What follows belongs to an exercise in optimizing a design on an open flow for small area, a short achievable clock period and few clock cycles; a production flow would make more cautious choices. Where RTL was checked, it was by simulation tests only, not by an equivalence proof against the original. No activity file was given, so power comes from the tool's default toggle rates.

==> flow/design.v (excerpt) <==
module min_cpu (clk, rst, mem_addr, mem_we, mem_wdata, mem_rdata);
Size: roughly 1900 cells after synthesis, about 330 flip-flops, ~0.020 mm2 of cells after synthesis.
make LEC_CHECK=0 CAP_MARGIN=20 CORE_MARGIN=2 CORE_UTILIZATION=40 SETUP_SLACK_MARGIN=4.7 SLEW_MARGIN=20 finish   # period 8.0 ns
run.sh (not shown) runs the stock make flow with config.mk's settings and CLKGATE_MAP_FILE= SYNTH_SCRIPT=/design/flow/synth_recipe.tcl, a recipe that flattens the netlist after the stock synthesis.
The starting point went through all stages and came out clean.
Then changed:
CTS_BUF_LIST = sky130_fd_sc_hd__clkbuf_4 sky130_fd_sc_hd__clkbuf_8   (was unset)
Global-route usage drops by 0.19 points.
Routed wire length barely changes.
Design area came out lower by about 1.6%.
Fmax went up by about 3%.
Non-clock buffer count drops by 15.
Setup slack improved by 110 ps.
Clock power is about the same.
Die area stays the same.
Utilization decreases by 0.80 points.
Clock-buffer cell count grows by 22.
Sequential cell count stays the same.
Function was not checked in any run of this note: the RTL went through the layout flow alone.

========
The RTL this note starts from:
==> flow/design.v <==
module min_cpu (clk, rst, mem_addr, mem_we, mem_wdata, mem_rdata);
    input clk;
    input rst;
    output [15:0] mem_addr;
    output mem_we;
    output [15:0] mem_wdata;
    input [15:0] mem_rdata;
    function [15:0] add16;
        input [15:0] a, b;
        input ci;
        reg [15:0] g, p, gg, pp;
        reg [15:0] ng, np;
        integer i, l, s;
        begin
            g = a & b;
            p = a ^ b;
            gg = g; pp = p;
            gg[0] = g[0] | (p[0] & ci);
            for (l = 0; l < 4; l = l + 1) begin
                s = 1 << l;
                ng = gg; np = pp;
                for (i = 0; i < 16; i = i + 1)
                    if ((i & s) != 0) begin
                        ng[i] = gg[i] | (pp[i] & gg[(i & ~(s - 1)) - 1]);
                        np[i] = pp[i] & pp[(i & ~(s - 1)) - 1];
                    end
                gg = ng; pp = np;
            end
            add16 = p ^ {gg[14:0], ci};
        end
    endfunction
    function [15:0] aluf;
        input [1:0] op;
        input [15:0] a, b;
        begin
            if (op == 2'b11) aluf = a & b;
            else if (op == 2'b10) aluf = add16(a, ~b, 1'b1);
            else aluf = add16(a, b, 1'b0);
        end
    endfunction
    reg [15:0] rf [0:15];
    reg [15:0] pc, opa, opb;
    reg [3:0]  rx, ry;
    reg [1:0]  op;
    reg z;
    reg s_f, s_x, s_p, s_d, s_w;
    reg k_alurr, k_ldrr, k_strr, k_alum, k_ldm, k_stm, k_tst, k_bz, k_push, k_pop, k_popw;
    reg we, asel;
    wire [15:0] n = mem_rdata;
    wire [2:0] n_cls = n[12:10];
    wire n_m   = (n[5:4] != 2'b00);
    wire n_ab  = n[5];
    wire n_mcl = (n_cls == 3'b100) | (n_cls == 3'b001) | (n_cls == 3'b010) | (n_cls == 3'b011);
    wire n_stk = (n_cls == 3'b110);
    wire n_push = n_stk & n[13];
    wire n_bz  = (n_cls == 3'b101);
    wire n_x   = n_mcl & n_m & n_ab;
    wire n_p   = n_push;
    wire n_d   = (n_mcl & n_m & ~n_ab) | (n_stk & ~n[13]);
    wire [15:0] ralu = aluf(op, opa, opb);
    wire [15:0] malu = aluf(s_x ? 2'b01 : op, s_x ? opb : opa, mem_rdata);
    wire [15:0] incdec = add16(opb, {{15{k_push}}, 1'b1}, 1'b0);
    assign mem_addr  = asel ? pc : opb;
    assign mem_we    = we;
    assign mem_wdata = opa;
    reg        wen;
    reg [3:0]  wa;
    reg [15:0] wd;
    always @(*) begin
        wen = 1'b0; wa = ry; wd = ralu;
        if (s_f) begin
            if (k_alurr)     begin wen = 1'b1; wa = ry; wd = ralu;   end
            else if (k_ldrr) begin wen = 1'b1; wa = rx; wd = opb;    end
            else if (k_strr) begin wen = 1'b1; wa = ry; wd = opa;    end
            else if (k_popw) begin wen = 1'b1; wa = ry; wd = incdec; end
        end else if (s_p) begin
            wen = 1'b1; wa = ry; wd = incdec;
        end else if (s_d & (k_ldm | k_pop)) begin
            wen = 1'b1; wa = rx; wd = mem_rdata;
        end
    end
    wire [3:0] nrx = n[9:6];
    wire [3:0] nry = n[3:0];
    wire fwd = s_f & (k_alurr | k_ldrr | k_strr | k_popw);
    wire [15:0] ra = (fwd & (wa == nrx)) ? wd : rf[nrx];
    wire [15:0] rb = (fwd & (wa == nry)) ? wd : rf[nry];
    always @(posedge clk) begin
        if (wen) rf[wa] <= wd;
    end
    reg zn;
    always @(*) begin
        zn = z;
        if (s_f & (k_alurr | k_ldrr | k_strr)) zn = (wd == 16'd0);
        else if (s_d & (k_ldm | k_tst)) zn = (mem_rdata == 16'd0);
        else if ((s_d & k_stm) | s_w) zn = (opa == 16'd0);
    end
    always @(posedge clk) z <= zn;
    wire taken = k_bz & z;
    wire [15:0] faddr = taken ? opb : pc;
    always @(posedge clk) begin
        if (rst) begin
            s_f <= 1'b1; s_x <= 1'b0; s_p <= 1'b0; s_d <= 1'b0; s_w <= 1'b0;
            k_alurr <= 1'b0; k_ldrr <= 1'b0; k_strr <= 1'b0; k_alum <= 1'b0;
            k_ldm <= 1'b0; k_stm <= 1'b0; k_tst <= 1'b0; k_bz <= 1'b0;
            k_push <= 1'b0; k_pop <= 1'b0; k_popw <= 1'b0;
            we <= 1'b0;
            asel <= 1'b1;
            pc <= 16'd0;
        end else begin
            if (s_f) begin
                pc <= add16(faddr, 16'd0, 1'b1);
                s_f <= ~(n_x | n_p | n_d); s_x <= n_x; s_p <= n_p; s_d <= n_d; s_w <= 1'b0;
                k_alurr <= (n_cls == 3'b100) & ~n_m;
                k_ldrr  <= (n_cls == 3'b001) & ~n_m;
                k_strr  <= (n_cls == 3'b010) & ~n_m;
                k_alum  <= (n_cls == 3'b100) & n_m;
                k_ldm   <= (n_cls == 3'b001) & n_m;
                k_stm   <= (n_cls == 3'b010) & n_m;
                k_tst   <= (n_cls == 3'b011);
                k_bz    <= n_bz;
                k_push  <= n_push;
                k_pop   <= n_stk & ~n[13];
                k_popw  <= n_stk & ~n[13] & (nrx != nry);
                we      <= (n_cls == 3'b010) & n_m & ~n_ab;
                asel    <= n_x | ~(n_d | n_p | (n_bz & zn));
            end else begin
                if (s_x) pc <= add16(pc, 16'd0, 1'b1);
                s_x <= 1'b0;
                s_p <= 1'b0;
                s_d <= s_x | s_p;
                s_w <= s_d & k_alum;
                s_f <= (s_d & ~k_alum) | s_w;
                we  <= (s_x & k_stm) | s_p | (s_d & k_alum);
                asel <= (s_d & ~k_alum) | s_w;
            end
        end
    end
    always @(posedge clk) begin
        if (s_f) begin
            rx  <= nrx;
            ry  <= nry;
            op  <= n[14:13];
            opa <= ra;
            opb <= rb;
        end else if (s_x | s_p) begin
            opb <= s_x ? malu : incdec;
        end else if (s_d & k_alum) begin
            opa <= malu;
        end
    end
endmodule
clock: 8.0 ns
lec_check: 0
abc_clock_period_in_ps: 3300
cap_margin: 20
core_margin: 2
core_utilization: 60
setup_slack_margin: 4.7
slew_margin: 20
The first run produced a clean layout.
Next try:
ABC_CLOCK_PERIOD_IN_PS = default   (was 3300)
CORE_UTILIZATION = 40   (was 60)
SETUP_SLACK_MARGIN = 4.5   (was 4.7)
After rerunning: The changed run finished clean. Wire length came out lower by 8.2%. Sequential share of layout area came out higher by 0.25 points. Worst setup slack improved by 0.041 ns. Clock skew came out higher by 0.0077 ns. Synthesized area is unchanged. First-iteration DRC count came out lower by 21%. Core utilization came out lower by 26 points.
No functional check of the RTL was part of any run of this note.

========
run 1:
Another version of the RTL of min_cpu (not shown whole).
Size in the first run: ~1,600 cells after synthesis, ~330 flip-flops, ~0.020 mm2 of cells after synthesis.
Design min_cpu, start of the top module:
module min_cpu (clk, rst, mem_addr, mem_we, mem_wdata, mem_rdata);
Settings: LEC_CHECK=0, CAP_MARGIN=20, CORE_MARGIN=2, CORE_UTILIZATION=50, CTS_BUF_LIST=sky130_fd_sc_hd__clkbuf_4 sky130_fd_sc_hd__clkbuf_8, SETUP_SLACK_MARGIN=4.7, SLEW_MARGIN=20; clock period 8.0 ns.
Run 1 finished every stage and its layout cleared the timing, design-rule and antenna checks.
Testbench counts of run 1, summed over its fixed seeds: cycles 168,454.
Edits applied to the flow inputs when going from run 1 to run 2:
Settings: CTS_BUF_LIST removed (was sky130_fd_sc_hd__clkbuf_4 sky130_fd_sc_hd__clkbuf_8); CORE_UTILIZATION changed from 50 to 40; SETUP_SLACK_MARGIN changed from 4.7 to 4.6.
Run 2 completed; timing, DRC and antenna clean. Relative to run 1, count of cells along the worst register-to-register path has gone down in run 2. NOTE total wire length after detailed routing run 1->run 2 decreased by a few percent. As far as count of hold buffers inserted by post-cts repair goes, run 2 and run 1 are indistinguishable; the numbers are identical. Re logic depth of the worst path, buffers included: run 1 and run 2 aren't equal, and the higher value belongs to run 2. Run 2 vs run 1 — total power of the final layout rose about 1.5%.
#### Input delta (run 3 over run 2)
Settings: changing SETUP_SLACK_MARGIN from 4.6 to 4.0.
==> comparison <==
Re via count normalized by instance count: run 2 was higher than run 3. Run 2 has a higher routing usage on met3 than run 3. Cmp run 3 vs run 2: total track usage lower in run 3. Run 2 → run 3: depth of the worst register-to-register path now sits higher; critical path depth now sits lower; utilization now sits lower; shortest period the worst path allows now sits higher.

========
Another version of the RTL of min_cpu (not shown whole).
For scale: roughly 1900 cells after synthesis, roughly 51 I/O pins, roughly 0.020 sq mm of cells after synthesis.
## min_cpu
module min_cpu (clk, rst, mem_addr, mem_we, mem_wdata, mem_rdata);
    input clk;
    input rst;
    output [15:0] mem_addr;
    output mem_we;
    output [15:0] mem_wdata;
    input [15:0] mem_rdata;
    function sumzero;
        input [15:0] a, b;
        begin
            sumzero = ((a ^ b) == {a[14:0] | b[14:0], 1'b0});
        end
    endfunction
    reg [15:0] rf [0:15];
    reg [15:0] pc, opa, opb;
    reg [3:0]  rx, ry;
    reg z;
    reg s_f, s_x, s_p, s_d, s_w;
    reg k_alurr, k_ldrr, k_strr, k_alum, k_ldm, k_stm, k_tst, k_bz, k_push, k_pop, k_popw;
    reg o_and, o_sub;
    reg we, asel;
    wire [15:0] n = mem_rdata;
    wire [2:0] n_cls = n[12:10];
    wire n_m   = (n[5:4] != 2'b00);
    wire n_ab  = n[5];
    wire n_mcl = (n_cls == 3'b100) | (n_cls == 3'b001) | (n_cls == 3'b010) | (n_cls == 3'b011);
    wire n_stk = (n_cls == 3'b110);
    wire n_push = n_stk & n[13];
    wire n_bz  = (n_cls == 3'b101);
    wire n_x   = n_mcl & n_m & n_ab;
    wire n_p   = n_push;
    wire n_d   = (n_mcl & n_m & ~n_ab) | (n_stk & ~n[13]);
    wire [15:0] rsum = opa + opb;
    wire [15:0] rdiff = opa - opb;
    wire [15:0] randv = opa & opb;
    wire rzero = o_and ? (randv == 16'd0) : (o_sub ? (opa == opb) : sumzero(opa, opb));
    wire [15:0] mx = s_x ? opb : (opa ^ {16{o_sub}});
    wire [15:0] msum = mx + mem_rdata;
    wire [15:0] malu = (o_and & ~s_x) ? (opa & mem_rdata) : (msum ^ {16{o_sub & ~s_x}});
    wire [15:0] incdec = opb + {{15{k_push}}, 1'b1};
    assign mem_addr  = asel ? pc : opb;
    assign mem_we    = we;
    assign mem_wdata = opa;
    wire w_add = s_f & k_alurr & ~o_and & ~o_sub;
    wire w_sub = s_f & k_alurr & o_sub;
    wire w_and = s_f & k_alurr & o_and;
    wire w_alu = s_f & k_alurr;
    wire w_a   = s_f & k_strr;
    wire w_b   = s_f & k_ldrr;
    wire w_inc = (s_f & k_popw) | s_p;
    wire w_rd  = s_d & (k_ldm | k_pop);
    wire wen = w_alu | w_a | w_b | w_inc | w_rd;
    wire [3:0] wa = (w_b | w_rd) ? rx : ry;
    wire [15:0] wd = ({16{w_add}} & rsum) | ({16{w_sub}} & rdiff) | ({16{w_and}} & randv) | ({16{w_a}} & opa) | ({16{w_b}} & opb) |
                     ({16{w_inc}} & incdec) | ({16{w_rd}} & mem_rdata);
    wire [3:0] nrx = n[9:6];
    wire [3:0] nry = n[3:0];
    wire fwd = s_f & (k_alurr | k_ldrr | k_strr | k_popw);
    wire [3:0] fwa = k_ldrr ? rx : ry;
  ...
clock: 8.0 ns
lec_check: 0
cap_margin: 20
core_margin: 2
core_utilization: 40
cts_buf_list: sky130_fd_sc_hd__clkbuf_4 sky130_fd_sc_hd__clkbuf_8
setup_slack_margin: 4.4
slew_margin: 20
Next try:
ABC_AREA = 1   (was not set)
SETUP_SLACK_MARGIN = 4.8   (was 4.4)
TNS_END_PERCENT = 5   (was not set)
After rerunning: The new run finished clean. Wire length increases by a quarter to a third. Power is higher by a quarter to a third. Clock-buffer cell count grows by 1. Design area came out higher by a few percent. Cell count rises by a quarter to a third. First-iteration DRC count shrinks slightly. Via count increases by about a fifth. Utilization falls by 1.8 points. Synthesized area climbs by roughly a tenth.
Next try:
ABC_AREA = not set   (was 1)
=> The new run completed with no timing, DRC or antenna violations. Power goes down by 18%. Flip-flop and latch count is unchanged. Worst hold slack degrades by 0.018 ns. Design area goes down by 2.9%. Non-clock buffer count grows by 76. Maximum frequency drops by 0.62%.
Next try:
SETUP_SLACK_MARGIN = 4.7   (was 4.8)
TNS_END_PERCENT = not set   (was 5)
Total power increases by 1.2%.
Cell area increases by 3.1%.
Critical path depth increases by 7.
Global-route usage stays flat.
Fmax increases by 4.8%.
Setup slack gets better by 0.16 ns.
Register-to-register slack gets better by 0.20 ns.
Area after synthesis does not change.
Hold slack gets worse by 0.018 ns.
Cell count increases by 2.0%.
Function was not checked in any run of this note: the RTL went through the layout flow alone.

re-timing with driven ports:
Ports are ideal in the flow. The routed layouts listed here were re-timed in OpenROAD.
Step 1 assumes that a clkbuf_16 drives the clock port and a buf_2 every other input.
Step 2, shift: input delay + t, output delay - t, t = (earliest + latest rising clock arrival at the registers) / 2. This alone moves slack from input paths to output paths.
Three values: ideal ports, drivers, drivers and shift; two values: the first two.
| run | shift t [ns] | setup slack, ns | pins driven straight from the clock port |
|---|---|---|---|
| the first run of note 1 | 0.625 | 4.416 / 4.416 / 3.878 | 1 |
| the second run of note 1 | 0.730 | 4.525 / 4.525 / 3.846 | 1 |
| the first run of note 2 | 0.617 | 3.640 / 3.640 / 3.529 | 1 |
| the second run of note 2 | 0.617 | 3.681 / 3.681 / 3.506 | 1 |
| run 1 | 0.701 | 4.552 / 4.546 / 3.854 | 1 |
| run 2 | 0.633 | 4.497 / 4.425 / 3.792 | 1 |
| run 3 | 0.620 | 4.108 / 4.053 / 3.528 | 1 |
| the first run of note 4 | 0.692 | 4.435 / 4.386 / 3.778 | 1 |
| the second run of note 4 | 0.738 | 4.490 / 4.431 / 3.841 | 1 |
| the third run of note 4 | 0.706 | 4.468 / 4.468 / 3.871 | 1 |
| the fourth run of note 4 | 0.696 | 4.630 / 4.589 / 3.943 | 1 |
After both steps every run listed still meets setup and hold. For run 2, which loses most, drivers alone change the setup slack by -0.072 ns; drivers and shift together by -0.705 ns.
